Source: an optimization exercise on an open RTL-to-GDS flow (aim: small area and a short achievable clock period). Production flows keep margins and buffers that such runs may drop.
Only simulation tests tie the RTL to the original design; equivalence was not proved.
Power is estimated from default activity; no workload was simulated.

$ cat flow/constraint.sdc
create_clock -name core_clock -period 30.0 [get_ports {clk}]
set_input_delay 6.0000 -clock core_clock [delete_from_list [all_inputs] [get_ports {clk}]]
set_output_delay 6.0000 -clock core_clock [all_outputs]
set_load 0.01 [all_outputs]
$ cat flow/config.mk
export PLATFORM = sky130hd
export DESIGN_NAME = fp64_add
export DESIGN_NICKNAME = fp64_add
export VERILOG_FILES = /design/flow/design.v
export SDC_FILE = /design/flow/constraint.sdc
export NUM_CORES = 4
export LEC_CHECK = 0
export CAP_MARGIN = 20
export CORE_MARGIN = 2
export CORE_UTILIZATION = 25
export SLEW_MARGIN = 20
$ cat flow/standard.sh
#!/bin/bash
# synth_recipe.tcl (not shown) runs the flow's synth.tcl, then flattens the netlist and writes it again
# the make line also repeats each setting of config.mk as NAME=value (left out here)
make -C /OpenROAD-flow-scripts/flow DESIGN_CONFIG=/design/flow/config.mk WORK_HOME=/design/flow/orfs CLKGATE_MAP_FILE= SYNTH_SCRIPT=/design/flow/synth_recipe.tcl "${@:-finish}"
$ cat flow/flow/abc.script
strash
dch
map -a
topo
stime -c
$ cat flow/design.v
module lzc54(input [53:0] x, output [5:0] n);
    wire [63:0] v = {x, 10'h3ff};    
    wire [63:0] z0 = ~v;
    wire [31:0] z1 = {z0[63], z0[61], z0[59], z0[57], z0[55], z0[53], z0[51], z0[49], z0[47], z0[45], z0[43], z0[41], z0[39], z0[37], z0[35], z0[33], z0[31], z0[29], z0[27], z0[25], z0[23], z0[21], z0[19], z0[17], z0[15], z0[13], z0[11], z0[9], z0[7], z0[5], z0[3], z0[1]} & {z0[62], z0[60], z0[58], z0[56], z0[54], z0[52], z0[50], z0[48], z0[46], z0[44], z0[42], z0[40], z0[38], z0[36], z0[34], z0[32], z0[30], z0[28], z0[26], z0[24], z0[22], z0[20], z0[18], z0[16], z0[14], z0[12], z0[10], z0[8], z0[6], z0[4], z0[2], z0[0]};
    wire [31:0] c1 = {z0[63], z0[61], z0[59], z0[57], z0[55], z0[53], z0[51], z0[49], z0[47], z0[45], z0[43], z0[41], z0[39], z0[37], z0[35], z0[33], z0[31], z0[29], z0[27], z0[25], z0[23], z0[21], z0[19], z0[17], z0[15], z0[13], z0[11], z0[9], z0[7], z0[5], z0[3], z0[1]};
    wire [15:0] z2 = {z1[31], z1[29], z1[27], z1[25], z1[23], z1[21], z1[19], z1[17], z1[15], z1[13], z1[11], z1[9], z1[7], z1[5], z1[3], z1[1]} & {z1[30], z1[28], z1[26], z1[24], z1[22], z1[20], z1[18], z1[16], z1[14], z1[12], z1[10], z1[8], z1[6], z1[4], z1[2], z1[0]};
    wire [15:0] cl2 = (({{1{z1[31]}}, {1{z1[29]}}, {1{z1[27]}}, {1{z1[25]}}, {1{z1[23]}}, {1{z1[21]}}, {1{z1[19]}}, {1{z1[17]}}, {1{z1[15]}}, {1{z1[13]}}, {1{z1[11]}}, {1{z1[9]}}, {1{z1[7]}}, {1{z1[5]}}, {1{z1[3]}}, {1{z1[1]}}} & {c1[30:30], c1[28:28], c1[26:26], c1[24:24], c1[22:22], c1[20:20], c1[18:18], c1[16:16], c1[14:14], c1[12:12], c1[10:10], c1[8:8], c1[6:6], c1[4:4], c1[2:2], c1[0:0]}) | (~{{1{z1[31]}}, {1{z1[29]}}, {1{z1[27]}}, {1{z1[25]}}, {1{z1[23]}}, {1{z1[21]}}, {1{z1[19]}}, {1{z1[17]}}, {1{z1[15]}}, {1{z1[13]}}, {1{z1[11]}}, {1{z1[9]}}, {1{z1[7]}}, {1{z1[5]}}, {1{z1[3]}}, {1{z1[1]}}} & {c1[31:31], c1[29:29], c1[27:27], c1[25:25], c1[23:23], c1[21:21], c1[19:19], c1[17:17], c1[15:15], c1[13:13], c1[11:11], c1[9:9], c1[7:7], c1[5:5], c1[3:3], c1[1:1]}));
    wire [31:0] c2 = {z1[31], cl2[15:15], z1[29], cl2[14:14], z1[27], cl2[13:13], z1[25], cl2[12:12], z1[23], cl2[11:11], z1[21], cl2[10:10], z1[19], cl2[9:9], z1[17], cl2[8:8], z1[15], cl2[7:7], z1[13], cl2[6:6], z1[11], cl2[5:5], z1[9], cl2[4:4], z1[7], cl2[3:3], z1[5], cl2[2:2], z1[3], cl2[1:1], z1[1], cl2[0:0]};
    wire [7:0] z3 = {z2[15], z2[13], z2[11], z2[9], z2[7], z2[5], z2[3], z2[1]} & {z2[14], z2[12], z2[10], z2[8], z2[6], z2[4], z2[2], z2[0]};
    wire [15:0] cl3 = (({{2{z2[15]}}, {2{z2[13]}}, {2{z2[11]}}, {2{z2[9]}}, {2{z2[7]}}, {2{z2[5]}}, {2{z2[3]}}, {2{z2[1]}}} & {c2[29:28], c2[25:24], c2[21:20], c2[17:16], c2[13:12], c2[9:8], c2[5:4], c2[1:0]}) | (~{{2{z2[15]}}, {2{z2[13]}}, {2{z2[11]}}, {2{z2[9]}}, {2{z2[7]}}, {2{z2[5]}}, {2{z2[3]}}, {2{z2[1]}}} & {c2[31:30], c2[27:26], c2[23:22], c2[19:18], c2[15:14], c2[11:10], c2[7:6], c2[3:2]}));
    wire [23:0] c3 = {z2[15], cl3[15:14], z2[13], cl3[13:12], z2[11], cl3[11:10], z2[9], cl3[9:8], z2[7], cl3[7:6], z2[5], cl3[5:4], z2[3], cl3[3:2], z2[1], cl3[1:0]};
    wire [3:0] z4 = {z3[7], z3[5], z3[3], z3[1]} & {z3[6], z3[4], z3[2], z3[0]};
    wire [11:0] cl4 = (({{3{z3[7]}}, {3{z3[5]}}, {3{z3[3]}}, {3{z3[1]}}} & {c3[20:18], c3[14:12], c3[8:6], c3[2:0]}) | (~{{3{z3[7]}}, {3{z3[5]}}, {3{z3[3]}}, {3{z3[1]}}} & {c3[23:21], c3[17:15], c3[11:9], c3[5:3]}));
    wire [15:0] c4 = {z3[7], cl4[11:9], z3[5], cl4[8:6], z3[3], cl4[5:3], z3[1], cl4[2:0]};
    wire [1:0] z5 = {z4[3], z4[1]} & {z4[2], z4[0]};
    wire [7:0] cl5 = (({{4{z4[3]}}, {4{z4[1]}}} & {c4[11:8], c4[3:0]}) | (~{{4{z4[3]}}, {4{z4[1]}}} & {c4[15:12], c4[7:4]}));
    wire [9:0] c5 = {z4[3], cl5[7:4], z4[1], cl5[3:0]};
    wire [0:0] z6 = {z5[1]} & {z5[0]};
    wire [4:0] cl6 = (({{5{z5[1]}}} & {c5[4:0]}) | (~{{5{z5[1]}}} & {c5[9:5]}));
    wire [5:0] c6 = {z5[1], cl6[4:0]};
    assign n = c6;
endmodule
module add54(input [53:0] x, input [53:0] y, input cin, output [53:0] s);
    wire [53:0] p0 = x ^ y;
    wire [53:0] g0 = {x[53:1] & y[53:1], (x[0] & y[0]) | (p0[0] & cin)};
    wire [53:0] gs0 = {g0[52], 1'b0, g0[50], 1'b0, g0[48], 1'b0, g0[46], 1'b0, g0[44], 1'b0, g0[42], 1'b0, g0[40], 1'b0, g0[38], 1'b0, g0[36], 1'b0, g0[34], 1'b0, g0[32], 1'b0, g0[30], 1'b0, g0[28], 1'b0, g0[26], 1'b0, g0[24], 1'b0, g0[22], 1'b0, g0[20], 1'b0, g0[18], 1'b0, g0[16], 1'b0, g0[14], 1'b0, g0[12], 1'b0, g0[10], 1'b0, g0[8], 1'b0, g0[6], 1'b0, g0[4], 1'b0, g0[2], 1'b0, g0[0], 1'b0};
    wire [53:0] ps0 = {p0[52], 1'b1, p0[50], 1'b1, p0[48], 1'b1, p0[46], 1'b1, p0[44], 1'b1, p0[42], 1'b1, p0[40], 1'b1, p0[38], 1'b1, p0[36], 1'b1, p0[34], 1'b1, p0[32], 1'b1, p0[30], 1'b1, p0[28], 1'b1, p0[26], 1'b1, p0[24], 1'b1, p0[22], 1'b1, p0[20], 1'b1, p0[18], 1'b1, p0[16], 1'b1, p0[14], 1'b1, p0[12], 1'b1, p0[10], 1'b1, p0[8], 1'b1, p0[6], 1'b1, p0[4], 1'b1, p0[2], 1'b1, p0[0], 1'b1};
    wire [53:0] g1 = g0 | (p0 & gs0);
    wire [53:0] p1 = p0 & ps0;
    wire [53:0] gs1 = {1'b0, 1'b0, g1[49], g1[49], 1'b0, 1'b0, g1[45], g1[45], 1'b0, 1'b0, g1[41], g1[41], 1'b0, 1'b0, g1[37], g1[37], 1'b0, 1'b0, g1[33], g1[33], 1'b0, 1'b0, g1[29], g1[29], 1'b0, 1'b0, g1[25], g1[25], 1'b0, 1'b0, g1[21], g1[21], 1'b0, 1'b0, g1[17], g1[17], 1'b0, 1'b0, g1[13], g1[13], 1'b0, 1'b0, g1[9], g1[9], 1'b0, 1'b0, g1[5], g1[5], 1'b0, 1'b0, g1[1], g1[1], 1'b0, 1'b0};
    wire [53:0] ps1 = {1'b1, 1'b1, p1[49], p1[49], 1'b1, 1'b1, p1[45], p1[45], 1'b1, 1'b1, p1[41], p1[41], 1'b1, 1'b1, p1[37], p1[37], 1'b1, 1'b1, p1[33], p1[33], 1'b1, 1'b1, p1[29], p1[29], 1'b1, 1'b1, p1[25], p1[25], 1'b1, 1'b1, p1[21], p1[21], 1'b1, 1'b1, p1[17], p1[17], 1'b1, 1'b1, p1[13], p1[13], 1'b1, 1'b1, p1[9], p1[9], 1'b1, 1'b1, p1[5], p1[5], 1'b1, 1'b1, p1[1], p1[1], 1'b1, 1'b1};
    wire [53:0] g2 = g1 | (p1 & gs1);
    wire [53:0] p2 = p1 & ps1;
    wire [53:0] gs2 = {g2[51], g2[51], 1'b0, 1'b0, 1'b0, 1'b0, g2[43], g2[43], g2[43], g2[43], 1'b0, 1'b0, 1'b0, 1'b0, g2[35], g2[35], g2[35], g2[35], 1'b0, 1'b0, 1'b0, 1'b0, g2[27], g2[27], g2[27], g2[27], 1'b0, 1'b0, 1'b0, 1'b0, g2[19], g2[19], g2[19], g2[19], 1'b0, 1'b0, 1'b0, 1'b0, g2[11], g2[11], g2[11], g2[11], 1'b0, 1'b0, 1'b0, 1'b0, g2[3], g2[3], g2[3], g2[3], 1'b0, 1'b0, 1'b0, 1'b0};
    wire [53:0] ps2 = {p2[51], p2[51], 1'b1, 1'b1, 1'b1, 1'b1, p2[43], p2[43], p2[43], p2[43], 1'b1, 1'b1, 1'b1, 1'b1, p2[35], p2[35], p2[35], p2[35], 1'b1, 1'b1, 1'b1, 1'b1, p2[27], p2[27], p2[27], p2[27], 1'b1, 1'b1, 1'b1, 1'b1, p2[19], p2[19], p2[19], p2[19], 1'b1, 1'b1, 1'b1, 1'b1, p2[11], p2[11], p2[11], p2[11], 1'b1, 1'b1, 1'b1, 1'b1, p2[3], p2[3], p2[3], p2[3], 1'b1, 1'b1, 1'b1, 1'b1};
    wire [53:0] g3 = g2 | (p2 & gs2);
    wire [53:0] p3 = p2 & ps2;
    wire [53:0] gs3 = {1'b0, 1'b0, 1'b0, 1'b0, 1'b0, 1'b0, g3[39], g3[39], g3[39], g3[39], g3[39], g3[39], g3[39], g3[39], 1'b0, 1'b0, 1'b0, 1'b0, 1'b0, 1'b0, 1'b0, 1'b0, g3[23], g3[23], g3[23], g3[23], g3[23], g3[23], g3[23], g3[23], 1'b0, 1'b0, 1'b0, 1'b0, 1'b0, 1'b0, 1'b0, 1'b0, g3[7], g3[7], g3[7], g3[7], g3[7], g3[7], g3[7], g3[7], 1'b0, 1'b0, 1'b0, 1'b0, 1'b0, 1'b0, 1'b0, 1'b0};
    wire [53:0] ps3 = {1'b1, 1'b1, 1'b1, 1'b1, 1'b1, 1'b1, p3[39], p3[39], p3[39], p3[39], p3[39], p3[39], p3[39], p3[39], 1'b1, 1'b1, 1'b1, 1'b1, 1'b1, 1'b1, 1'b1, 1'b1, p3[23], p3[23], p3[23], p3[23], p3[23], p3[23], p3[23], p3[23], 1'b1, 1'b1, 1'b1, 1'b1, 1'b1, 1'b1, 1'b1, 1'b1, p3[7], p3[7], p3[7], p3[7], p3[7], p3[7], p3[7], p3[7], 1'b1, 1'b1, 1'b1, 1'b1, 1'b1, 1'b1, 1'b1, 1'b1};
    wire [53:0] g4 = g3 | (p3 & gs3);
    wire [53:0] p4 = p3 & ps3;
    wire [53:0] gs4 = {g4[47], g4[47], g4[47], g4[47], g4[47], g4[47], 1'b0, 1'b0, 1'b0, 1'b0, 1'b0, 1'b0, 1'b0, 1'b0, 1'b0, 1'b0, 1'b0, 1'b0, 1'b0, 1'b0, 1'b0, 1'b0, g4[15], g4[15], g4[15], g4[15], g4[15], g4[15], g4[15], g4[15], g4[15], g4[15], g4[15], g4[15], g4[15], g4[15], g4[15], g4[15], 1'b0, 1'b0, 1'b0, 1'b0, 1'b0, 1'b0, 1'b0, 1'b0, 1'b0, 1'b0, 1'b0, 1'b0, 1'b0, 1'b0, 1'b0, 1'b0};
    wire [53:0] ps4 = {p4[47], p4[47], p4[47], p4[47], p4[47], p4[47], 1'b1, 1'b1, 1'b1, 1'b1, 1'b1, 1'b1, 1'b1, 1'b1, 1'b1, 1'b1, 1'b1, 1'b1, 1'b1, 1'b1, 1'b1, 1'b1, p4[15], p4[15], p4[15], p4[15], p4[15], p4[15], p4[15], p4[15], p4[15], p4[15], p4[15], p4[15], p4[15], p4[15], p4[15], p4[15], 1'b1, 1'b1, 1'b1, 1'b1, 1'b1, 1'b1, 1'b1, 1'b1, 1'b1, 1'b1, 1'b1, 1'b1, 1'b1, 1'b1, 1'b1, 1'b1};
    wire [53:0] g5 = g4 | (p4 & gs4);
    wire [53:0] p5 = p4 & ps4;
    wire [53:0] gs5 = {g5[31], g5[31], g5[31], g5[31], g5[31], g5[31], g5[31], g5[31], g5[31], g5[31], g5[31], g5[31], g5[31], g5[31], g5[31], g5[31], g5[31], g5[31], g5[31], g5[31], g5[31], g5[31], 1'b0, 1'b0, 1'b0, 1'b0, 1'b0, 1'b0, 1'b0, 1'b0, 1'b0, 1'b0, 1'b0, 1'b0, 1'b0, 1'b0, 1'b0, 1'b0, 1'b0, 1'b0, 1'b0, 1'b0, 1'b0, 1'b0, 1'b0, 1'b0, 1'b0, 1'b0, 1'b0, 1'b0, 1'b0, 1'b0, 1'b0, 1'b0};
    wire [53:0] ps5 = {p5[31], p5[31], p5[31], p5[31], p5[31], p5[31], p5[31], p5[31], p5[31], p5[31], p5[31], p5[31], p5[31], p5[31], p5[31], p5[31], p5[31], p5[31], p5[31], p5[31], p5[31], p5[31], 1'b1, 1'b1, 1'b1, 1'b1, 1'b1, 1'b1, 1'b1, 1'b1, 1'b1, 1'b1, 1'b1, 1'b1, 1'b1, 1'b1, 1'b1, 1'b1, 1'b1, 1'b1, 1'b1, 1'b1, 1'b1, 1'b1, 1'b1, 1'b1, 1'b1, 1'b1, 1'b1, 1'b1, 1'b1, 1'b1, 1'b1, 1'b1};
    wire [53:0] g6 = g5 | (p5 & gs5);
    wire [53:0] p6 = p5 & ps5;
    assign s = p0 ^ {g6[52:0], cin};
endmodule
module add12(input [11:0] x, input [11:0] y, input cin, output [11:0] s);
    wire [11:0] p0 = x ^ y;
    wire [11:0] g0 = {x[11:1] & y[11:1], (x[0] & y[0]) | (p0[0] & cin)};
    wire [11:0] gs0 = {g0[10], 1'b0, g0[8], 1'b0, g0[6], 1'b0, g0[4], 1'b0, g0[2], 1'b0, g0[0], 1'b0};
    wire [11:0] ps0 = {p0[10], 1'b1, p0[8], 1'b1, p0[6], 1'b1, p0[4], 1'b1, p0[2], 1'b1, p0[0], 1'b1};
    wire [11:0] g1 = g0 | (p0 & gs0);
    wire [11:0] p1 = p0 & ps0;
    wire [11:0] gs1 = {g1[9], g1[9], 1'b0, 1'b0, g1[5], g1[5], 1'b0, 1'b0, g1[1], g1[1], 1'b0, 1'b0};
    wire [11:0] ps1 = {p1[9], p1[9], 1'b1, 1'b1, p1[5], p1[5], 1'b1, 1'b1, p1[1], p1[1], 1'b1, 1'b1};
    wire [11:0] g2 = g1 | (p1 & gs1);
    wire [11:0] p2 = p1 & ps1;
    wire [11:0] gs2 = {1'b0, 1'b0, 1'b0, 1'b0, g2[3], g2[3], g2[3], g2[3], 1'b0, 1'b0, 1'b0, 1'b0};
    wire [11:0] ps2 = {1'b1, 1'b1, 1'b1, 1'b1, p2[3], p2[3], p2[3], p2[3], 1'b1, 1'b1, 1'b1, 1'b1};
    wire [11:0] g3 = g2 | (p2 & gs2);
    wire [11:0] p3 = p2 & ps2;
    wire [11:0] gs3 = {g3[7], g3[7], g3[7], g3[7], 1'b0, 1'b0, 1'b0, 1'b0, 1'b0, 1'b0, 1'b0, 1'b0};
    wire [11:0] ps3 = {p3[7], p3[7], p3[7], p3[7], 1'b1, 1'b1, 1'b1, 1'b1, 1'b1, 1'b1, 1'b1, 1'b1};
    wire [11:0] g4 = g3 | (p3 & gs3);
    wire [11:0] p4 = p3 & ps3;
    assign s = p0 ^ {g4[10:0], cin};
endmodule
module sigadd(input [53:0] x, input [53:0] y, input cin, output [53:0] sum);
    add54 u_add(.x(x), .y(y), .cin(cin), .s(sum));
endmodule
module magcmp52(input [51:0] a, input [51:0] b, output gt);
    wire [63:0] g0 = {12'd0, b & ~a};
    wire [63:0] e0 = {12'hfff, ~(a ^ b)};
    wire [31:0] g1 = {g0[63], g0[61], g0[59], g0[57], g0[55], g0[53], g0[51], g0[49], g0[47], g0[45], g0[43], g0[41], g0[39], g0[37], g0[35], g0[33], g0[31], g0[29], g0[27], g0[25], g0[23], g0[21], g0[19], g0[17], g0[15], g0[13], g0[11], g0[9], g0[7], g0[5], g0[3], g0[1]} | ({e0[63], e0[61], e0[59], e0[57], e0[55], e0[53], e0[51], e0[49], e0[47], e0[45], e0[43], e0[41], e0[39], e0[37], e0[35], e0[33], e0[31], e0[29], e0[27], e0[25], e0[23], e0[21], e0[19], e0[17], e0[15], e0[13], e0[11], e0[9], e0[7], e0[5], e0[3], e0[1]} & {g0[62], g0[60], g0[58], g0[56], g0[54], g0[52], g0[50], g0[48], g0[46], g0[44], g0[42], g0[40], g0[38], g0[36], g0[34], g0[32], g0[30], g0[28], g0[26], g0[24], g0[22], g0[20], g0[18], g0[16], g0[14], g0[12], g0[10], g0[8], g0[6], g0[4], g0[2], g0[0]});
    wire [31:0] e1 = {e0[63], e0[61], e0[59], e0[57], e0[55], e0[53], e0[51], e0[49], e0[47], e0[45], e0[43], e0[41], e0[39], e0[37], e0[35], e0[33], e0[31], e0[29], e0[27], e0[25], e0[23], e0[21], e0[19], e0[17], e0[15], e0[13], e0[11], e0[9], e0[7], e0[5], e0[3], e0[1]} & {e0[62], e0[60], e0[58], e0[56], e0[54], e0[52], e0[50], e0[48], e0[46], e0[44], e0[42], e0[40], e0[38], e0[36], e0[34], e0[32], e0[30], e0[28], e0[26], e0[24], e0[22], e0[20], e0[18], e0[16], e0[14], e0[12], e0[10], e0[8], e0[6], e0[4], e0[2], e0[0]};
    wire [15:0] g2 = {g1[31], g1[29], g1[27], g1[25], g1[23], g1[21], g1[19], g1[17], g1[15], g1[13], g1[11], g1[9], g1[7], g1[5], g1[3], g1[1]} | ({e1[31], e1[29], e1[27], e1[25], e1[23], e1[21], e1[19], e1[17], e1[15], e1[13], e1[11], e1[9], e1[7], e1[5], e1[3], e1[1]} & {g1[30], g1[28], g1[26], g1[24], g1[22], g1[20], g1[18], g1[16], g1[14], g1[12], g1[10], g1[8], g1[6], g1[4], g1[2], g1[0]});
    wire [15:0] e2 = {e1[31], e1[29], e1[27], e1[25], e1[23], e1[21], e1[19], e1[17], e1[15], e1[13], e1[11], e1[9], e1[7], e1[5], e1[3], e1[1]} & {e1[30], e1[28], e1[26], e1[24], e1[22], e1[20], e1[18], e1[16], e1[14], e1[12], e1[10], e1[8], e1[6], e1[4], e1[2], e1[0]};
    wire [7:0] g3 = {g2[15], g2[13], g2[11], g2[9], g2[7], g2[5], g2[3], g2[1]} | ({e2[15], e2[13], e2[11], e2[9], e2[7], e2[5], e2[3], e2[1]} & {g2[14], g2[12], g2[10], g2[8], g2[6], g2[4], g2[2], g2[0]});
    wire [7:0] e3 = {e2[15], e2[13], e2[11], e2[9], e2[7], e2[5], e2[3], e2[1]} & {e2[14], e2[12], e2[10], e2[8], e2[6], e2[4], e2[2], e2[0]};
    wire [3:0] g4 = {g3[7], g3[5], g3[3], g3[1]} | ({e3[7], e3[5], e3[3], e3[1]} & {g3[6], g3[4], g3[2], g3[0]});
    wire [3:0] e4 = {e3[7], e3[5], e3[3], e3[1]} & {e3[6], e3[4], e3[2], e3[0]};
    wire [1:0] g5 = {g4[3], g4[1]} | ({e4[3], e4[1]} & {g4[2], g4[0]});
    wire [1:0] e5 = {e4[3], e4[1]} & {e4[2], e4[0]};
    wire [0:0] g6 = {g5[1]} | ({e5[1]} & {g5[0]});
    wire [0:0] e6 = {e5[1]} & {e5[0]};
    assign gt = g6[0];
endmodule
module dfa_pre(
    input  [63:0] a, input [63:0] b,
    output        sx,         
    output [10:0] ex,         
    output [51:0] mx,         
    output [52:0] ty,         
    output [5:0]  dsh,        
    output        big,        
    output        sub,        
    output        tie,        
    output        hz,         
    output        lzero       
);
    wire [10:0] ea = a[62:52], eb = b[62:52];
    wire [11:0] dab, dba;
    add12 u_dab(.x({1'b0, ea}), .y({1'b1, ~eb}), .cin(1'b1), .s(dab));
    add12 u_dba(.x({1'b0, eb}), .y({1'b1, ~ea}), .cin(1'b1), .s(dba));
    wire        swe = dab[11];                  
    wire [10:0] d   = swe ? dba[10:0] : dab[10:0];
    wire        mgt;                            
    magcmp52 u_cmp(.a(a[51:0]), .b(b[51:0]), .gt(mgt));
    assign      tie = (ea == eb) & mgt;
    wire        az = ~|a[62:0], bz = ~|b[62:0];
    assign      hz  = az & bz;
    assign      sx  = swe ? b[63] : a[63];
    assign ex   = swe ? eb : ea;
    assign mx   = swe ? b[51:0] : a[51:0];
    assign ty   = swe ? {|ea, a[51:0]} : {|eb, b[51:0]};
    assign dsh  = d[5:0];
    assign big  = |d[10:6];
    assign sub  = a[63] ^ b[63];
    assign lzero = az | bz;
endmodule
module dfa_post(
    input         sx, input [10:0] ex, input [51:0] mx, input [52:0] ty,
    input  [5:0]  dsh, input big, input sub, input tie, input hz, input lzero,
    output [52:0] p,          
    output [1:0]  k,          
    output [11:0] se,         
    output        inf         
);
    wire        invx = sub & tie;               
    wire        invy = sub & ~tie;              
    wire        s1 = sx ^ (sub & (tie | hz));
    assign      inf = &ex;                      
    wire [52:0] tx = {|ex, mx};
    wire [52:0] t3 = ty >> (dsh | {6{big}});     
    wire [53:0] sum;
    sigadd u_add(.x({invx, tx ^ {53{invx}}}), .y({invy, t3 ^ {53{invy}}}), .cin(sub), .sum(sum));
    wire [5:0]  sh;
    lzc54 u_lzc(.x({sum[53], sum[52] | lzero, sum[51:0]}), .n(sh));
    wire        zres = sh[5] & sh[4] & sh[2] & sh[1];    
    wire [53:0] nrm4 = sum << {sh[5:2], 2'b00};
    assign      p = nrm4[52:0];
    assign      k = sh[1:0];
    wire [10:0] e1p = ex + 11'd1;
    wire [4:0]  eh1 = e1p[10:6] - 5'd1;
    wire [6:0]  el  = {1'b0, e1p[5:0]} - {1'b0, sh};
    wire [10:0] e   = {el[6] ? eh1 : e1p[10:6], el[5:0]};
    assign se[11]   = ~inf & ~zres & s1;
    assign se[10:0] = inf ? 11'h7ff : (zres ? 11'd0 : e);
endmodule
module dfa_out(input [52:0] p, input [1:0] k, input inf, output [51:0] m);
    wire [52:0] q = p << k;
    assign m = {52{inf}} | q[52:1];
endmodule
module fp64_add(input clk, input [63:0] a, input [63:0] b, output [63:0] s);
    wire        sx_d, big_d, sub_d, tie_d, hz_d, lzero_d;
    wire [10:0] ex_d;
    wire [51:0] mx_d;
    wire [52:0] ty_d;
    wire [5:0]  dsh_d;
    reg         sx_q, big_q, sub_q, tie_q, hz_q, lzero_q;
    reg  [10:0] ex_q;
    reg  [51:0] mx_q;
    reg  [52:0] ty_q;
    reg  [5:0]  dsh_q;
    wire [52:0] p_d;
    wire [1:0]  k_d;
    wire [11:0] se_d;
    wire        inf_d;
    reg  [52:0] p_q;
    reg  [1:0]  k_q;
    reg  [11:0] se_q;
    reg         inf_q;
    dfa_pre  u_pre(.a(a), .b(b), .sx(sx_d), .ex(ex_d), .mx(mx_d), .ty(ty_d), .dsh(dsh_d), .big(big_d),
                   .sub(sub_d), .tie(tie_d), .hz(hz_d), .lzero(lzero_d));
    dfa_post u_post(.sx(sx_q), .ex(ex_q), .mx(mx_q), .ty(ty_q), .dsh(dsh_q), .big(big_q), .sub(sub_q),
                    .tie(tie_q), .hz(hz_q), .lzero(lzero_q), .p(p_d), .k(k_d), .se(se_d), .inf(inf_d));
    dfa_out  u_out(.p(p_q), .k(k_q), .inf(inf_q), .m(s[51:0]));
    assign s[63:52] = se_q;
    always @(posedge clk) begin
        sx_q    <= sx_d;
        ex_q    <= ex_d;
        mx_q    <= mx_d;
        ty_q    <= ty_d;
        dsh_q   <= dsh_d;
        big_q   <= big_d;
        sub_q   <= sub_d;
        tie_q   <= tie_d;
        hz_q    <= hz_d;
        lzero_q <= lzero_d;
        p_q     <= p_d;
        k_q     <= k_d;
        se_q    <= se_d;
        inf_q   <= inf_d;
    end
endmodule
$ cat flow/flow/run.sh
#!/bin/bash
# Layout flow: the standard flow with an area-oriented ABC mapping script
# (flow/abc.script replaces ORFS's abc_speed.script; registers unchanged),
# plain buffers on the ports, a denser floorplan, and timing repair that
# aims for setup slack of 21.5 ns at the design's clock.
set -euo pipefail
cp -r "$FLOW_HOME/scripts" scripts_mod
cp flow/abc.script scripts_mod/abc_speed.script
bash standard.sh SCRIPTS_DIR="$PWD/scripts_mod" \
  "BUFFER_PORTS_ARGS=-buffer_cell sky130_fd_sc_hd__buf_1" \
  CORE_UTILIZATION=45 SETUP_SLACK_MARGIN=21.5 CTS_BUF_LIST=sky130_fd_sc_hd__clkbuf_8 CTS_CLUSTER_SIZE=16 ADDER_MAP_FILE= finish > standard.log 2>&1
==> flow_metrics.env, run 1 <==
export IMPL_status="complete, no violations"
export IMPL_end_kind="register"
export IMPL_antenna_found_initial=0
export IMPL_clock_sinks=196
export IMPL_synth_warnings=1
export IMPL_cts_max_path_buffers=2
export IMPL_gr_total_overflow=0
export IMPL_crit_chain="buf_1 -> clkinv_8 -> nor2_4 -> nor2_4 -> a21oi_2 -> clkinv_2 -> a21oi_2 -> o21ai_1 -> clkinv_1 -> o21ai_2 -> nand2_1 -> a21oi_4 -> nor2_4 -> buf_12 -> buf_16 -> nor2_1 -> a21oi_1"
export IMPL_synth_main_ff_cell="dfxtp_1"
export IMPL_max_cap_viol_count=0
export IMPL_die_y_um=197
export IMPL_track_usage_pct=31.0
export IMPL_max_freq_mhz=120
export IMPL_ys_ff_latch=196
export IMPL_period_share_pct=27.7
export IMPL_worstPathArrival_ns=8.74
export IMPL_yosys_area_top_type_share_pct=23.4
export IMPL_final_cell_mix="734 x nand2_1, 413 x nor2_1, 410 x o21ai_0"
export IMPL_grt_max_degree=109
export IMPL_drive_gt1_share_pct=5.49
export IMPL_crit_top_cell="nor2_4"
export IMPL_cpLargestDelayFamily="buffers and inverters"
export IMPL_start_kind="input pin"
export IMPL_synth_edff_count=0
export IMPL_drv_slew=0
export IMPL_synth_cells=2935
export IMPL_via_count=20031
export IMPL_drt_iter0_markers=2002
export IMPL_r2r_cells=47
export IMPL_critical_path_class="input pin to register"
export IMPL_clk_pin_slew_worst_paths_ns=0.12
export IMPL_rrSetupSlack_ns=22.17
export IMPL_n_antenna_cell=0
export IMPL_synth_area_leaders="dfxtp_1 23%, nand2_1 17%, o21ai_0 13%"
export IMPL_crit_required_ns=30.44
export IMPL_path_buf_inv=6
export IMPL_grt_pass1_vias=17771
export IMPL_hpwlAfterDp_um=48300
export IMPL_ant_nets=0
export IMPL_worst_r2r_endpoint="p_q[48]"
export IMPL_wl_per_cell_um=16.7
export IMPL_ir_worst_vdd_mv=0.0397
export IMPL_drc=0
export IMPL_grt_pass1_wl_um=94400
export IMPL_synth_area_um2=16800
export IMPL_routed_via_density=5.45
export IMPL_cp_max_fo=108
export IMPL_mostFrequentLayoutCell="nand2_1"
export IMPL_worst_slack_ns=21.70
export IMPL_p_leak_nw=7.62
export IMPL_hold_start="sx_q"
export IMPL_hold_path_class="register to register"
export IMPL_hold_depth=2
export IMPL_powerDensity_nw_per_um2=69.5
export IMPL_rows=70
export IMPL_place_congestion=1.01
export IMPL_finalCriticalPeriod_ns=8.30
export IMPL_routed_wl_um=61200
export IMPL_io_buffers=192
export IMPL_yosysTopAreaCell="dfxtp_1"
export IMPL_clkLatencyLatePin_ns=0.52
export IMPL_root_buffer="clkbuf_8"
export IMPL_rsz0062_at_grt="no"
export IMPL_final_area_um2=19400
export IMPL_worst_slew_pin_slew_ns=1.06
export IMPL_cts_tree="built"
export IMPL_synth_seq_area_share_pct=23.4
export IMPL_synth_async_reset_ratio_pct=0
export IMPL_ios=193
export IMPL_syn_num_nets=3064
export IMPL_whs_endpoint="se_q[11]"
export IMPL_core_area_um2=36700
export IMPL_crit_slowest_cell="buf_12"
export IMPL_syn_area_per_cell_um2=5.71
export IMPL_hold_viol=0
export IMPL_ys_types=40
export IMPL_hold_buffers=0
export IMPL_postPlaceCellArea_um2=18400
export IMPL_r2r_start="big_q"
export IMPL_finalSetupViolations=0
export IMPL_numCtsBuffers=17
export IMPL_nets=3323
export IMPL_dieArea_um2=38800
export IMPL_firstDrtPassIters=6
export IMPL_slew_headroom_pct=29.1
export IMPL_htree_num_levels=4
export IMPL_cp_slowest_stage_delay_ns=0.34
export IMPL_place_ws_ns=19.73
export IMPL_die_w_um=197
export IMPL_tns_ns=0
export IMPL_initial_core_util_pct=45.7
export IMPL_fin_util_pct=52.9
export IMPL_syn2layout_area_growth_pct=15.7
export IMPL_clock_skew_final_ns=0.0233
[registers in the layout, indices dropped and copies added (netlist names)]
signal and count:
ex_q 11, inf_q 1, k_q 2, dsh_q 6, ty_q 53, mx_q 52
sub_q 1, lzero_q 1, se_q 12, hz_q 1, p_q 53, sx_q 1
big_q 1, tie_q 1
[area by class of cell]
cell class	instances	area, um^2
flip-flops and latches	196	3930
fillers	4002	17300
well taps	468	586
inverters	425	1710
multi-input cells	2321	11600
repair buffers	233	1140
clock inverters	15	161
clock buffers	17	234
[cells in the mapped netlist (2+ instances only)]
master     number
a211oi_1       13
a21oi_1       186
a221oi_1        8
a22oi_1         7
a31oi_1        27
a41oi_1         2
and3_2          5
clkinv_1      425
dfxtp_1       196
mux2i_1        15
nand2_1       741
nand3_1        97
nand4_1        28
nor2_1        433
nor3_1         31
nor4_1         30
o2111ai_1       6
o211ai_1       18
o21a_1          4
o21ai_0       440
o221a_2         3
o221ai_1        9
o22ai_1        19
o311ai_0        2
o31ai_1         3
or2_2           6
xnor2_1        66
xor2_1        103
[worst min-delay path, stage by stage (launching register included)]
cell and delay (ns):
dfxtp_1 0.33, xor2_1 0.18, nor3_1 0.07
[stage by stage]
stage	total power, W	hold WS [ns]	instances
global route	0.00147	0.646	3675
global placement	0.00114	0.595	3611
floorplan	0.000904	0.525	2935
finish	0.00135	0.609	3675
CTS	0.00133	0.636	3649
detailed placement	0.00115	0.611	3611
[layer usage]
layer  up-vias  GRT usage [%]  part of all wire (%)  wire length (um)
met3        62           3.86                   6.3              3840
met4         0           6.04                   1.6              1010
met2       668           50.9                    45             27700
met5         -              0                     0                 0
met1      9062           43.6                    47             28700
li1      10239              -                     -                 -
[where the power goes]
group | total [W] | switching (W) | internal, W
Sequential | 0.000377 | 0.0000469 | 0.000330
Clock | 0.000173 | 0.000111 | 0.0000623
Combinational | 0.000799 | 0.000545 | 0.000253
[how the worst max path moves through the flow]
stage                     start  endpoint  slack [ns]  cells past startpoint
final                     a[54]  mx_q[40]       21.70                     17
after global routing      big_q   p_q[48]       21.43                     46
after global placement    big_q   se_q[8]       19.99                     45
after detailed placement  big_q   se_q[5]       19.73                     45
after floorplan           a[54]     big_q       19.56                     18
after CTS                 a[54]  mx_q[40]       21.49                     17
[what timing repair did]
action | CTS | global route
pin swaps | 4 | 9
setup buffers | 2 | 21
endpoints found under the setup margin | 175 | 128
cloned | 4 | 5
gates resized for setup | 30 | 76
[logic make-up after synthesis]
| logic type | Yosys count | synth area share (%) |
|---|---|---|
| muxes | 16 | 0.962 |
| AOI/OAI and AO/OA | 754 | 24.4 |
| buffers and inverters | 425 | 9.51 |
| and+or+nand+nor | 1375 | 32.9 |
| xor gates and xnor gates | 169 | 8.83 |
| DFF | 196 | 23.4 |
==> run 2: changes to the inputs <==
--- a/flow/flow/run.sh
+++ b/flow/flow/run.sh
@@ -4,3 +4,3 @@
 # plain buffers on the ports, a denser floorplan, and timing repair that
-# aims for setup slack of 21.5 ns at the design's clock.
+# aims for setup slack of 21 ns at the design's clock.
 set -euo pipefail
@@ -10,2 +10,2 @@
   "BUFFER_PORTS_ARGS=-buffer_cell sky130_fd_sc_hd__buf_1" \
-  CORE_UTILIZATION=45 SETUP_SLACK_MARGIN=21.5 CTS_BUF_LIST=sky130_fd_sc_hd__clkbuf_8 CTS_CLUSTER_SIZE=16 ADDER_MAP_FILE= finish > standard.log 2>&1
+  CORE_UTILIZATION=45 SETUP_SLACK_MARGIN=21 CTS_BUF_LIST=sky130_fd_sc_hd__clkbuf_8 ADDER_MAP_FILE= finish > standard.log 2>&1
==> flow_metrics.env, run 2 <==
export IMPL_status="complete, no violations"
export IMPL_worstPathArrival_ns=9.01
export IMPL_hold_buffers=0
export IMPL_hold_path_class="register to register"
export IMPL_rsz0062_at_grt="yes"
export IMPL_top_regs="p_q: 53 flops, ty_q: 53 flops, mx_q: 52 flops"
export IMPL_max_freq_mhz=115
export IMPL_cts_max_path_buffers=2
export IMPL_clock_skew_final_ns=0.0239
export IMPL_ios=193
export IMPL_p_leak_nw=7.55
export IMPL_root_buffer="clkbuf_8"
export IMPL_routed_via_density=5.42
export IMPL_wl_per_cell_um=16.6
export IMPL_register_area_um2=3930
export IMPL_mostFrequentLayoutCell="nand2_1"
export IMPL_drc=0
export IMPL_synth_cells=2935
export IMPL_clk_pin_slew_worst_paths_ns=0.12
export IMPL_syn_num_nets=3064
export IMPL_synth_edff_count=0
export IMPL_path_buf_inv=6
export IMPL_synth_area_leaders="dfxtp_1 23%, nand2_1 17%, o21ai_0 13%"
export IMPL_ir_worst_vdd_mv=0.0365
export IMPL_syn_area_per_cell_um2=5.71
export IMPL_nets=3310
export IMPL_clock_power_share_pct=13.9
export IMPL_synth_async_reset_ratio_pct=0
export IMPL_cp_max_fo=119
export IMPL_n_antenna_cell=0
export IMPL_yosysTopAreaCell="dfxtp_1"
export IMPL_yosysMostFrequentCell="nand2_1"
export IMPL_synth_main_ff_cell="dfxtp_1"
export IMPL_gr_total_overflow=0
export IMPL_yosys_area_top_type_share_pct=23.4
export IMPL_fin_util_pct=52.3
export IMPL_finalSetupViolations=0
export IMPL_end_kind="register"
export IMPL_multiInputGateArea_um2=11500
export IMPL_ys_types=40
export IMPL_initial_core_util_pct=45.7
export IMPL_wl_met2_um=26800
export IMPL_routed_wl_um=60800
export IMPL_core_area_um2=36700
export IMPL_die_w_um=197
export IMPL_p_seq_share_pct=27.8
export IMPL_p_comb_share_pct=58.3
export IMPL_rows=70
export IMPL_final_cell_mix="737 x nand2_1, 424 x o21ai_0, 417 x nor2_1"
export IMPL_top_layer="met5"
export IMPL_critical_path_class="input pin to register"
export IMPL_htree_num_levels=4
export IMPL_start_kind="input pin"
export IMPL_finalCriticalPeriod_ns=8.66
export IMPL_hold_viol=0
export IMPL_syn2layout_area_growth_pct=14.4
export IMPL_grt_pass1_vias=17900
export IMPL_antenna_found_initial=1
export IMPL_crit_slowest_cell="buf_6"
export IMPL_clkLatencyLatePin_ns=0.52
export IMPL_cpLargestDelayFamily="buffers and inverters"
export IMPL_powerDensity_nw_per_um2=70.3
export IMPL_cts_tree="built"
export IMPL_drive_gt1_share_pct=4.45
export IMPL_tns_ns=0
export IMPL_via_count=19852
export IMPL_die_y_um=197
export IMPL_max_cap_viol_count=0
export IMPL_slew_headroom_pct=29.9
export IMPL_worst_slew_pin_slew_ns=1.04
export IMPL_synth_seq_area_share_pct=23.4
export IMPL_clock_sinks=196
export IMPL_ys_ff_latch=196
export IMPL_hpwlAfterDp_um=48700
export IMPL_crit_chain="buf_1 -> clkinv_8 -> nor2_4 -> nor2_4 -> a21oi_2 -> clkinv_2 -> a21oi_2 -> o21ai_1 -> clkinv_1 -> o21ai_2 -> nand2_1 -> a21oi_2 -> nor2_4 -> buf_12 -> buf_6 -> o21ai_0"
export IMPL_dieArea_um2=38800
export IMPL_cp_slowest_stage_delay_ns=0.55
export IMPL_synth_area_um2=16800
export IMPL_synth_common_cells="741 x nand2_1, 440 x o21ai_0, 433 x nor2_1, 425 x clkinv_1, 196 x dfxtp_1"
export IMPL_period_share_pct=28.9
export IMPL_drv_slew=0
export IMPL_met3_wirelength_um=4190
export IMPL_track_usage_pct=31.0
export IMPL_swShare_pct=51.4
export IMPL_synth_warnings=1
export IMPL_numCtsBuffers=17
export IMPL_wl_met1_um=27900
export IMPL_crit_required_ns=30.35
export IMPL_grt_max_degree=120
export IMPL_ant_nets=0
export IMPL_drt_iter0_markers=1698
export IMPL_io_buffers=192
export IMPL_grt_pass1_wl_um=94200
export IMPL_p_switching_w=0.000694
export IMPL_internal_power_w=0.000655
export IMPL_firstDrtPassIters=8
export IMPL_n_fill_cell=4061
export IMPL_place_congestion=0.968
[run 2: changes by cell type in the layout (fill, tap and decap cells not counted), moves of 3 or more]
cell	before	now
nor2_2	10	6
o21ai_1	23	11
nand2_2	6	3
clkinv_1	405	409
o21ai_0	410	424
nor2_1	413	417
inv_2	4	0
buf_4	32	23
nand2_1	734	737
[run 2: per-stage QoR]
| stage | hold slack (ns) | total power (W) | setup slack [ns] | instance area (um^2) | instances |
|---|---|---|---|---|---|
| floorplan | 0.525 | 0.000905 | 19.56 | 16900 | 2935 |
| global placement | 0.562 | 0.00114 | 19.19 | 18400 | 3611 |
| detailed placement | 0.581 | 0.00115 | 19.02 | 18400 | 3611 |
| CTS | 0.586 | 0.00134 | 21.08 | 18900 | 3648 |
| global route | 0.602 | 0.00147 | 20.96 | 19200 | 3662 |
| finish | 0.576 | 0.00135 | 21.34 | 19200 | 3662 |
[run 2: cell type report]
type,count,share of cell area (%)
flip-flops and latches,196,20.5
multi-input cells,2319,60.1
clock buffers,17,1.22
repair buffers,221,5.22
clock inverters,15,1.03
inverters,425,8.85
well taps,468,3.05
repair inverters,1,0.0456
[run 2: worst paths after layout]
path	start	slack, ns	cells after the start	end
setup / recovery	a[54]	21.34	16	mx_q[42]
hold / removal	sx_q	0.58	2	se_q[11]
setup reg to reg	big_q	21.69	42	se_q[7]
hold reg to reg	sx_q	0.58	2	se_q[11]
[run 2: per-layer routing]
layer	GRT usage (%)	vias up
li1	-	10179
met1	41.9	8952
met2	49.8	623
met3	5.45	96
met4	10.4	2
met5	0	-
[run 2: worst min-delay path: cells and delay by family (launching register included)]
family        cells  cell delay, ns
xor+xnor          1            0.15
simple gates      1            0.06
flops             1            0.34
[run 2: what timing repair did]
item                       in CTS  in global routing
hold endpoints to repair        0                  0
pin swaps                       3                  6
setup endpoints to repair     126                105
setup buffers                   2                 10
gates cloned                    3                  4
gates resized for setup        24                 42
[run 2: power by group through the flow]
stage                     combinational (W)  sequential (W)  clock [W]
after floorplan                    0.000525        0.000380          0
after global placement             0.000762        0.000380          0
after detailed placement           0.000765        0.000381          0
after CTS                          0.000772        0.000375   0.000193
after global routing               0.000889        0.000382   0.000203
final                              0.000787        0.000375   0.000188
[run 2: kinds of logic after synthesis]
family	Yosys count	synth area share, %
AOI/OAI and AO/OA	754	24.4
xor gates and xnor gates	169	8.83
buffers and inverters	425	9.51
DFF	196	23.4
muxes	16	0.962
and+or+nand+nor	1375	32.9
==> run 3: changes to the inputs <==
--- a/flow/flow/run.sh
+++ b/flow/flow/run.sh
@@ -4,3 +4,3 @@
 # plain buffers on the ports, a denser floorplan, and timing repair that
-# aims for setup slack of 21 ns at the design's clock.
+# aims for setup slack of 21.75 ns at the design's clock.
 set -euo pipefail
@@ -10,2 +10,2 @@
   "BUFFER_PORTS_ARGS=-buffer_cell sky130_fd_sc_hd__buf_1" \
-  CORE_UTILIZATION=45 SETUP_SLACK_MARGIN=21 CTS_BUF_LIST=sky130_fd_sc_hd__clkbuf_8 ADDER_MAP_FILE= finish > standard.log 2>&1
+  CORE_UTILIZATION=45 SETUP_SLACK_MARGIN=21.75 CTS_BUF_LIST=sky130_fd_sc_hd__clkbuf_8 ADDER_MAP_FILE= finish > standard.log 2>&1
==> flow_metrics.env, run 3 <==
export IMPL_clkLatencyLatePin_ns=0.53
export IMPL_met2_usage_pct=50.4
export IMPL_firstDrtPassIters=6
export IMPL_tns_ns=0
export IMPL_final_cells=3690
export IMPL_synth_main_ff_cell="dfxtp_1"
export IMPL_n_antenna_cell=0
export IMPL_hpwlAfterDp_um=48400
export IMPL_yosysTopAreaCell="dfxtp_1"
export IMPL_cp_max_fo=4
export IMPL_max_freq_mhz=122
export IMPL_drt_iter0_markers=1896
export IMPL_p_leak_nw=7.85
export IMPL_met3_usage_pct=6.54
export IMPL_synth_cells=2935
export IMPL_whs_endpoint="se_q[11]"
export IMPL_slew_headroom_pct=36.1
export IMPL_gr_total_overflow=0
export IMPL_finalCriticalPeriod_ns=8.22
export IMPL_path_buf_inv=1
export IMPL_grt_pass1_vias=18188
export IMPL_synth_area_leaders="dfxtp_1 23%, nand2_1 17%, o21ai_0 13%"
export IMPL_end_kind="register"
export IMPL_yosysMostFrequentCell="nand2_1"
export IMPL_final_cell_mix="732 x nand2_1, 400 x nor2_1, 398 x clkinv_1"
export IMPL_crit_chain="buf_1 -> nor4_1 -> nand4_1 -> nor3_1 -> nand4_1 -> nor2_1"
export IMPL_rrSetupSlack_ns=22.26
export IMPL_status="complete, no violations"
export IMPL_mostFrequentLayoutCell="nand2_1"
export IMPL_ys_types=40
export IMPL_powerDensity_nw_per_um2=68.6
export IMPL_cts_tree="built"
export IMPL_finalSetupViolations=0
export IMPL_synth_top_family_by_area="simple AND/OR/NAND/NOR gates"
export IMPL_worstPathArrival_ns=8.67
export IMPL_rsz0062_at_grt="no"
export IMPL_drive_gt1_share_pct=8.04
export IMPL_place_congestion=1.01
export IMPL_nets=3340
export IMPL_drc=0
export IMPL_ir_worst_vdd_mv=0.0412
export IMPL_dp_cells=3614
export IMPL_syn_num_nets=3064
export IMPL_grt_max_degree=102
export IMPL_clk_pin_slew_worst_paths_ns=0.11
export IMPL_syn_area_per_cell_um2=5.71
export IMPL_n_fill_cell=3941
export IMPL_synth_warnings=1
export IMPL_top_regs="p_q: 53 flops, ty_q: 53 flops, mx_q: 52 flops"
export IMPL_yosys_area_top_type_share_pct=23.4
export IMPL_ant_nets=0
export IMPL_cts_max_path_buffers=2
export IMPL_critical_path_class="input pin to register"
export IMPL_hold_path_class="register to register"
export IMPL_synth_edff_count=0
export IMPL_grtUsageMet1_pct=42.0
export IMPL_htree_num_levels=4
export IMPL_worst_slack_ns=21.78
export IMPL_yosys_mux_area_fraction_pct=0.962
export IMPL_routed_via_density=5.47
export IMPL_hold_depth=2
export IMPL_synth_seq_area_share_pct=23.4
export IMPL_synth_compound_area_share_pct=24.4
export IMPL_grt_pass1_wl_um=96100
export IMPL_initial_core_util_pct=45.7
export IMPL_worst_slew_pin_slew_ns=0.951
export IMPL_hold_start="sx_q"
export IMPL_ios=193
export IMPL_synth_async_reset_ratio_pct=0
export IMPL_synthAdderAreaFrac_pct=0
export IMPL_io_buffers=192
export IMPL_rows=70
export IMPL_synth_common_cells="741 x nand2_1, 440 x o21ai_0, 433 x nor2_1, 425 x clkinv_1, 196 x dfxtp_1"
export IMPL_period_share_pct=27.4
export IMPL_cpLargestDelayFamily="simple AND/OR/NAND/NOR gates"
export IMPL_hold_viol=0
export IMPL_worst_r2r_endpoint="p_q[16]"
export IMPL_drv_slew=0
export IMPL_cp_slowest_stage_delay_ns=0.78
export IMPL_r2r_start="big_q"
export IMPL_core_area_um2=36700
export IMPL_syn2layout_area_growth_pct=19.1
export IMPL_start_kind="input pin"
export IMPL_numCtsBuffers=17
export IMPL_crit_slowest_cell="nor4_1"
export IMPL_die_y_um=197
export IMPL_crit_top_cell="nand4_1"
export IMPL_crit_required_ns=30.45
export IMPL_ys_ff_latch=196
export IMPL_hold_buffers=0
export IMPL_clock_sinks=196
export IMPL_place_ws_ns=20.02
export IMPL_wl_per_cell_um=17.0
export IMPL_via_count=20186
export IMPL_synth_area_um2=16800
export IMPL_antenna_found_initial=0
export IMPL_routed_wl_um=62900
export IMPL_die_w_um=197
export IMPL_track_usage_pct=31.6
export IMPL_clock_skew_final_ns=0.0177
export IMPL_whs_ns=0.605
export IMPL_root_buffer="clkbuf_8"
export IMPL_grt_busiest_layer="met2"
export IMPL_dieArea_um2=38800
export IMPL_synth_xor_area_share_pct=8.83
export IMPL_r2r_cells=48
export IMPL_synth_simple_gate_area_share_pct=32.9
export IMPL_max_cap_viol_count=0
==> run 3: cell counts after synthesis <==
No cell type changed its count.
==> run 3: worst max path at each step <==
stage | from | end | slack, ns | depth (start not counted)
detailed placement | a[54] | mx_q[42] | 20.02 | 16
floorplan | a[54] | big_q | 19.56 | 18
global placement | a[54] | mx_q[42] | 20.09 | 16
global route | big_q | se_q[8] | 21.72 | 49
CTS | big_q | se_q[8] | 21.74 | 50
finish | a[30] | hz_q | 21.78 | 6
==> run 3: worst register-to-register path: cells and delay by family, from the launching register on <==
| kind | cells | cell delay, ns |
|---|---|---|
| xor+xnor | 2 | 0.64 |
| compound gates | 10 | 2.11 |
| flops | 1 | 0.39 |
| simple gates | 23 | 2.71 |
| buf+inv | 13 | 1.75 |
==> run 3: through the flow <==
| stage | cell area (um^2) | utilization (%) | total power (W) |
|---|---|---|---|
| floorplan | 17000 | - | 0.000904 |
| detailed placement | 18400 | 50.3 | 0.00115 |
| CTS | 19200 | 52.3 | 0.00133 |
| global placement | 18400 | 50.3 | 0.00114 |
| finish | 20000 | 54.4 | 0.00137 |
| global route | 20000 | 54.4 | 0.00149 |
==> run 3: area by class of cell <==
cell class	instances	area, um^2	share of cell area (%)
sequential	196	3930	19.7
timing repair buffer	251	1430	7.18
multi-input combinational	2320	11900	59.7
inverter	425	1730	8.69
clock buffer	17	234	1.17
clock inverter	13	124	0.620
tap	468	586	2.93
==> run 3: where the power goes <==
| part | switching, W | internal (W) |
|---|---|---|
| sequential | 0.0000353 | 0.000330 |
| combinational | 0.000570 | 0.000269 |
| clock | 0.000107 | 0.0000593 |
==> run 3: kinds of logic (layout without fill, tap and decap cells) <==
| group | count (synthesis) | count (layout) |
|---|---|---|
| DFF | 196 | 196 |
| muxes | 16 | 16 |
| AOI/OAI and AO/OA | 754 | 754 |
| xor gates and xnor gates | 169 | 169 |
| buffers and inverters | 425 | 706 |
| and+or+nand+nor | 1375 | 1381 |
==> run 3: per-layer routing <==
layer  part of all wire [%]  vias to the layer above
li1                       -                    10275
met1                     45                     9105
met2                     44                      697
met3                    7.7                      109
met4                    3.5                        0
met5                      0                        -
==> run 3: what timing repair did <==
action                     4_1_cts  5_1_grt
pin swaps                       11       28
gates resized for setup         61      158
cloned                           8        5
setup endpoints to repair      224      172
buffers inserted                 6       27
==> run 4: changes to the inputs <==
--- a/flow/flow/run.sh
+++ b/flow/flow/run.sh
@@ -4,3 +4,3 @@
 # plain buffers on the ports, a denser floorplan, and timing repair that
-# aims for setup slack of 21.75 ns at the design's clock.
+# aims for setup slack of 21.5 ns at the design's clock.
 set -euo pipefail
@@ -10,2 +10,2 @@
   "BUFFER_PORTS_ARGS=-buffer_cell sky130_fd_sc_hd__buf_1" \
-  CORE_UTILIZATION=45 SETUP_SLACK_MARGIN=21.75 CTS_BUF_LIST=sky130_fd_sc_hd__clkbuf_8 ADDER_MAP_FILE= finish > standard.log 2>&1
+  CORE_UTILIZATION=50 SETUP_SLACK_MARGIN=21.5 CTS_BUF_LIST=sky130_fd_sc_hd__clkbuf_8 ADDER_MAP_FILE= finish > standard.log 2>&1
==> flow_metrics.env, run 4 <==
export IMPL_status="complete, no violations"
export IMPL_drv_slew=0
export IMPL_initial_core_util_pct=50.4
export IMPL_ant_nets=0
export IMPL_finalCriticalPeriod_ns=8.33
export IMPL_ir_worst_vdd_mv=0.0522
export IMPL_worst_slew_pin_slew_ns=0.906
export IMPL_grt_pass1_vias=18134
export IMPL_hpwlAfterDp_um=46900
export IMPL_via_count=20492
export IMPL_max_cap_viol_count=0
export IMPL_syn2layout_area_growth_pct=16.1
export IMPL_routed_via_density=5.61
export IMPL_synth_seq_area_share_pct=23.4
export IMPL_yosysTopAreaCell="dfxtp_1"
export IMPL_ys_types=40
export IMPL_crit_required_ns=30.43
export IMPL_mostFrequentLayoutCell="nand2_1"
export IMPL_place_ws_ns=19.80
export IMPL_nets=3322
export IMPL_synth_async_reset_ratio_pct=0
export IMPL_gr_total_overflow=0
export IMPL_clock_skew_final_ns=0.0173
export IMPL_cts_max_path_buffers=2
export IMPL_wl_per_cell_um=16.6
export IMPL_track_usage_pct=33.8
export IMPL_syn_num_nets=3064
export IMPL_yosys_area_top_type_share_pct=23.4
export IMPL_ys_ff_latch=196
export IMPL_final_cell_mix="736 x nand2_1, 413 x nor2_1, 407 x clkinv_1"
export IMPL_yosysMostFrequentCell="nand2_1"
export IMPL_hold_buffers=0
export IMPL_max_freq_mhz=120
export IMPL_core_area_um2=33300
export IMPL_tns_ns=0
export IMPL_synth_edff_count=0
export IMPL_n_fill_cell=3494
export IMPL_io_buffers=192
export IMPL_rsz0062_at_grt="yes"
export IMPL_period_share_pct=27.8
export IMPL_hold_viol=0
export IMPL_die_y_um=187
export IMPL_slew_headroom_pct=39.2
export IMPL_rows=67
export IMPL_powerDensity_nw_per_um2=70.0
export IMPL_worst_slack_ns=21.67
export IMPL_grt_max_degree=118
export IMPL_root_buffer="clkbuf_8"
export IMPL_syn_area_per_cell_um2=5.71
export IMPL_fin_util_pct=58.5
export IMPL_grt_pass1_wl_um=95100
export IMPL_p_leak_nw=7.65
export IMPL_clkLatencyLatePin_ns=0.53
export IMPL_place_congestion=0.994
export IMPL_ios=193
export IMPL_drive_gt1_share_pct=5.65
export IMPL_firstDrtPassIters=5
export IMPL_clock_sinks=196
export IMPL_top_regs="p_q: 53 flops, ty_q: 53 flops, mx_q: 52 flops"
export IMPL_finalSetupViolations=0
export IMPL_start_kind="input pin"
export IMPL_routed_wl_um=60600
export IMPL_synth_warnings=1
export IMPL_synth_area_um2=16800
export IMPL_critical_path_class="input pin to register"
export IMPL_numCtsBuffers=17
export IMPL_synth_area_leaders="dfxtp_1 23%, nand2_1 17%, o21ai_0 13%"
export IMPL_drt_iter0_markers=2113
export IMPL_worstPathArrival_ns=8.76
export IMPL_antenna_found_initial=2
export IMPL_cp_max_fo=3
export IMPL_htree_num_levels=4
export IMPL_end_kind="register"
export IMPL_cts_tree="built"
export IMPL_hold_path_class="register to register"
export IMPL_dieArea_um2=35000
export IMPL_synth_main_ff_cell="dfxtp_1"
export IMPL_drc=0
export IMPL_synth_cells=2935
export IMPL_die_w_um=187
export IMPL_clk_pin_slew_worst_paths_ns=0.12
export IMPL_synth_common_cells="741 x nand2_1, 440 x o21ai_0, 433 x nor2_1, 425 x clkinv_1, 196 x dfxtp_1"
## run 4: through the flow
| stage | instance area [um^2] | cells | hold WS, ns | total power [W] |
|---|---|---|---|---|
| 6_report | 19500 | 3655 | 0.608 | 0.00136 |
| 5_1_grt | 19500 | 3654 | 0.631 | 0.00147 |
| 4_1_cts | 19000 | 3633 | 0.595 | 0.00133 |
| 3_5_place_dp | 18400 | 3593 | 0.581 | 0.00114 |
| 3_3_place_gp | 18400 | 3593 | 0.577 | 0.00113 |
| 2_1_floorplan | 17000 | 2935 | 0.525 | 0.000904 |
## run 4: kinds of logic after synthesis
family,Yosys count,share of synthesized area [%]
xor gates and xnor gates,169,8.83
AOI/OAI and AO/OA,754,24.4
DFF,196,23.4
muxes,16,0.962
and+or+nand+nor,1375,32.9
buffers and inverters,425,9.51
## run 4: routing by layer
metal / routed length, um / global-route usage, % / vias up
li1: - / - / 10250
met1: 26900 / 46.6 / 9267
met2: 26700 / 53.8 / 862
met3: 4990 / 4.75 / 111
met4: 2000 / 12.5 / 2
met5: 13 / 0 / -
## run 4: final timing paths
kind / start / endpoint / slack (ns) / cells past startpoint
worst max register to register: big_q / p_q[48] / 21.97 / 47
worst max-delay path: b[1] / tie_q / 21.67 / 16
worst min-delay path: sx_q / se_q[11] / 0.61 / 2
worst min register to register: sx_q / se_q[11] / 0.61 / 2
## run 4: area by class of cell
cell class / count / area [um^2] / share of cell area [%]
repair buffers: 231 / 1140 / 5.87
clock buffers: 17 / 234 / 1.20
well taps: 448 / 561 / 2.88
inverters: 425 / 1730 / 8.87
flip-flops and latches: 196 / 3930 / 20.2
clock inverters: 15 / 183 / 0.938
diodes: 1 / 2.50 / 0.0129
multi-input cells: 2321 / 11700 / 60.0
repair inverters: 1 / 8.76 / 0.0450
## run 4: repair_timing
item                                    CTS  global route
pin swaps                                 6            13
endpoints found under the hold margin     0             0
gates resized for setup                  36            88
buffers inserted                          1            17
gates cloned                              7             4
endpoints found under the setup margin  125           120
## run 4: power breakdown
part	internal, W	switching [W]
Sequential	0.000329	0.0000358
Combinational	0.000255	0.000562
Clock	0.0000648	0.000116
Total	0.000649	0.000713
## run 4: critical path, cell delays in order
cell      delay (ns)
buf_1           0.14
clkinv_1        0.12
a22oi_1         0.17
a22oi_1         0.09
o21ai_0         0.15
o21ai_0         0.12
o21ai_0         0.09
a21oi_1         0.09
a221oi_1        0.24
o21ai_0         0.12
o211ai_1        0.13
a31oi_1         0.18
o21ai_1         0.22
nand4_1         0.26
a311o_2         0.43
a41oi_2         0.22
==> run 5: changes to the inputs <==
--- a/flow/flow/run.sh
+++ b/flow/flow/run.sh
@@ -10,2 +10,2 @@
   "BUFFER_PORTS_ARGS=-buffer_cell sky130_fd_sc_hd__buf_1" \
-  CORE_UTILIZATION=50 SETUP_SLACK_MARGIN=21.5 CTS_BUF_LIST=sky130_fd_sc_hd__clkbuf_8 ADDER_MAP_FILE= finish > standard.log 2>&1
+  CORE_UTILIZATION=45 SETUP_SLACK_MARGIN=21.5 CTS_BUF_LIST=sky130_fd_sc_hd__clkbuf_8 ADDER_MAP_FILE= finish > standard.log 2>&1
==> flow/flow/abc.script (replaced) <==
strash
&get -n
&dch -f
&nf -R 1000
&put
topo
stime -c
==> flow_metrics.env, run 5 <==
export IMPL_worstPathArrival_ns=8.80
export IMPL_htree_num_levels=4
export IMPL_max_cap_viol_count=0
export IMPL_cp_slowest_stage_delay_ns=0.32
export IMPL_finalSetupViolations=0
export IMPL_syn2layout_area_growth_pct=16.9
export IMPL_n_antenna_cell=0
export IMPL_via_count=17694
export IMPL_grt_pass1_wl_um=88800
export IMPL_ys_types=52
export IMPL_antenna_found_initial=1
export IMPL_grt_max_degree=86
export IMPL_core_area_um2=36400
export IMPL_track_usage_pct=29.5
export IMPL_slew_headroom_pct=31.6
export IMPL_synth_warnings=1
export IMPL_ant_nets=0
export IMPL_period_share_pct=28.2
export IMPL_worst_r2r_endpoint="p_q[43]"
export IMPL_synth_async_reset_ratio_pct=0
export IMPL_gr_total_overflow=0
export IMPL_drt_iter0_markers=1119
export IMPL_r2r_start="big_q"
export IMPL_rrSetupSlack_ns=21.79
export IMPL_end_kind="register"
export IMPL_clk_pin_slew_worst_paths_ns=0.12
export IMPL_cts_tree="built"
export IMPL_io_buffers=192
export IMPL_crit_required_ns=30.35
export IMPL_nets=2779
export IMPL_synth_cells=2383
export IMPL_cts_max_path_buffers=2
export IMPL_initial_core_util_pct=45.5
export IMPL_cp_max_fo=21
export IMPL_drive_gt1_share_pct=6.83
export IMPL_yosys_area_top_type_share_pct=23.7
export IMPL_clock_sinks=196
export IMPL_finalCriticalPeriod_ns=8.45
export IMPL_yosysTopAreaCell="dfxtp_1"
export IMPL_yosysMostFrequentCell="nor2_1"
export IMPL_tns_ns=0
export IMPL_drv_slew=0
export IMPL_synth_seq_area_share_pct=23.7
export IMPL_dieArea_um2=38400
export IMPL_synth_area_leaders="dfxtp_1 24%, nor2_1 13%, xor2_1 8.1%"
export IMPL_r2r_cells=35
export IMPL_crit_chain="buf_1 -> xor2_2 -> or2_0 -> clkinv_1 -> a21oi_2 -> o221a_1 -> o221ai_2 -> o21ai_2 -> a21boi_4 -> buf_12 -> mux2i_4 -> a221oi_1 -> xnor2_1 -> nand4_1"
export IMPL_power_w=0.00146
export IMPL_worst_slew_pin_slew_ns=1.02
export IMPL_ys_ff_latch=196
export IMPL_crit_slowest_cell="a221oi_1"
export IMPL_p_leak_nw=7.23
export IMPL_powerDensity_nw_per_um2=75.4
export IMPL_wl_per_cell_um=18.8
export IMPL_start_kind="input pin"
export IMPL_hpwlAfterDp_um=46600
export IMPL_final_cell_mix="587 x nor2_1, 231 x nand2_1, 196 x a21oi_1"
export IMPL_met3_usage_pct=4.04
export IMPL_place_congestion=0.971
export IMPL_routed_via_density=5.65
export IMPL_synth_area_um2=16600
export IMPL_die_y_um=196
export IMPL_mostFrequentLayoutCell="nor2_1"
export IMPL_hold_viol=0
export IMPL_grtUsageMet1_pct=37.6
export IMPL_root_buffer="clkbuf_8"
export IMPL_hold_depth=2
export IMPL_hold_start="sx_q"
export IMPL_hold_path_class="register to register"
export IMPL_met2_usage_pct=49.3
export IMPL_numCtsBuffers=17
export IMPL_grt_busiest_layer="met2"
export IMPL_register_area_um2=3930
export IMPL_whs_endpoint="se_q[11]"
export IMPL_synth_edff_count=0
export IMPL_die_w_um=196
export IMPL_drc=0
export IMPL_rows=70
export IMPL_ios=193
export IMPL_multiInputGateArea_um2=13000
export IMPL_n_fill_cell=3668
export IMPL_ir_worst_vdd_mv=0.0341
export IMPL_routed_wl_um=58900
export IMPL_status="complete, no violations"
export IMPL_syn_num_nets=2512
export IMPL_rsz0062_at_grt="yes"
export IMPL_top_regs="p_q: 53 flops, ty_q: 53 flops, mx_q: 52 flops"
export IMPL_max_freq_mhz=118
export IMPL_clock_skew_final_ns=0.0155
export IMPL_synth_main_ff_cell="dfxtp_1"
export IMPL_critical_path_class="input pin to register"
export IMPL_grt_pass1_vias=16056
export IMPL_syn_area_per_cell_um2=6.96
export IMPL_firstDrtPassIters=5
export IMPL_synth_common_cells="596 x nor2_1, 233 x nand2_1, 206 x a21oi_1, 196 x dfxtp_1, 168 x o21ai_0"
export IMPL_clkLatencyLatePin_ns=0.52
[run 5: metrics by stage]
step           cell area, um^2  hold slack [ns]  instances  utilization (%)  worst slack, ns
6_report                 19400            0.519       3131             53.2            21.55
5_1_grt                  19400            0.551       3131             53.2            21.35
4_1_cts                  18900            0.522       3105             51.9            21.50
3_5_place_dp             18300            0.500       3067             50.1            20.35
3_3_place_gp             18300            0.470       3067             50.1            20.41
2_1_floorplan            16800            0.458       2383                -            20.13
[run 5: kinds of logic (layout without fill, tap and decap cells)]
family                   count (synthesis)  after routing  share of synthesized area [%]
flip-flops                             196            196                           23.7
AO/OA/AOI/OAI                          525            525                           18.4
AND/OR/NAND/NOR                       1167           1169                           31.1
buffers and inverters                   44            322                          0.996
multiplexers                           159            159                           10.3
XOR/XNOR                               277            277                           14.6
adder cells (fa/ha/maj)                 15             15                          0.905
[run 5: worst max-delay path by stage]
stage | endpoint | slack (ns) | depth (start not counted) | start
final | big_q | 21.55 | 14 | a[56]
after global routing | se_q[10] | 21.35 | 42 | big_q
after CTS | se_q[7] | 21.50 | 38 | big_q
after detailed placement | se_q[8] | 20.35 | 37 | big_q
after global placement | big_q | 20.41 | 17 | b[53]
after floorplan | big_q | 20.13 | 15 | b[53]
[run 5: repair_timing]
| action | in CTS | in global routing |
|---|---|---|
| pin swaps | 12 | 28 |
| resized for setup | 39 | 58 |
| endpoints found under the setup margin | 156 | 146 |
| setup buffers | 3 | 23 |
| hold buffers | 0 | 0 |
| gates cloned | 3 | 3 |
[run 5: per-layer routing]
metal,part of all wire (%),wire [um],vias to the layer above
li1,-,-,8872
met5,0,0,-
met2,46,27400,550
met1,44,26100,8148
met3,4.4,2600,124
met4,4.8,2860,0
[run 5: worst max-delay path: cells and delay by family]
family                    cells  cell delay [ns]
AOI/OAI and AO/OA             6             1.31
muxes                         1             0.08
xor gates and xnor gates      2             0.40
buffers and inverters         3             0.57
and+or+nand+nor               2             0.44
[run 5: power by group]
| group | internal, W | switching (W) |
|---|---|---|
| sequential | 0.000331 | 0.0000520 |
| combinational | 0.000334 | 0.000572 |
| clock | 0.0000624 | 0.000110 |
[run 5: layout make-up]
| type | count | area share [%] |
|---|---|---|
| timing repair buffer | 246 | 6.72 |
| sequential | 196 | 20.3 |
| multi-input combinational | 2145 | 67.0 |
| clock buffer | 17 | 1.21 |
| clock inverter | 15 | 0.839 |
| tap | 468 | 3.02 |
| inverter | 44 | 0.916 |

==> what the ideal ports hide <==
The flow's constraints put no driver on any port. The routed layouts listed below were extracted and timed again, unchanged, in two steps. Step 1 sets driving cells, clkbuf_16 on the clock port and buf_2 on the other inputs (assumed; they add their load-dependent delay and slew). Step 2 also shifts input and output timing later by t, the mid clock arrival at the registers, as if the neighbouring blocks saw the same clock. Three values: ideal ports, drivers, drivers and shift; two values: the first two.
run	t (ns)	setup slack, ns	worst hold slack (ns)	worst register clock-pin slew, ns	pins driven straight from the clock port
run 1	0.565	21.697 / 21.720 / 21.155	0.609 / 0.609 / 0.609	0.12 / 0.12	1
run 2	0.560	21.340 / 21.363 / 20.802	0.576 / 0.576 / 0.576	0.12 / 0.12	1
run 3	0.571	21.778 / 21.807 / 21.236	0.605 / 0.605 / 0.605	0.12 / 0.12	1
run 4	0.570	21.669 / 21.681 / 21.119	0.608 / 0.608 / 0.608	0.12 / 0.12	1
run 5	0.570	21.550 / 21.581 / 21.011	0.519 / 0.519 / 0.519	0.12 / 0.12	1
After both steps every run listed still meets setup and hold. For run 4, which loses most, drivers alone change the setup slack by +0.012 ns; drivers and shift together by -0.550 ns.
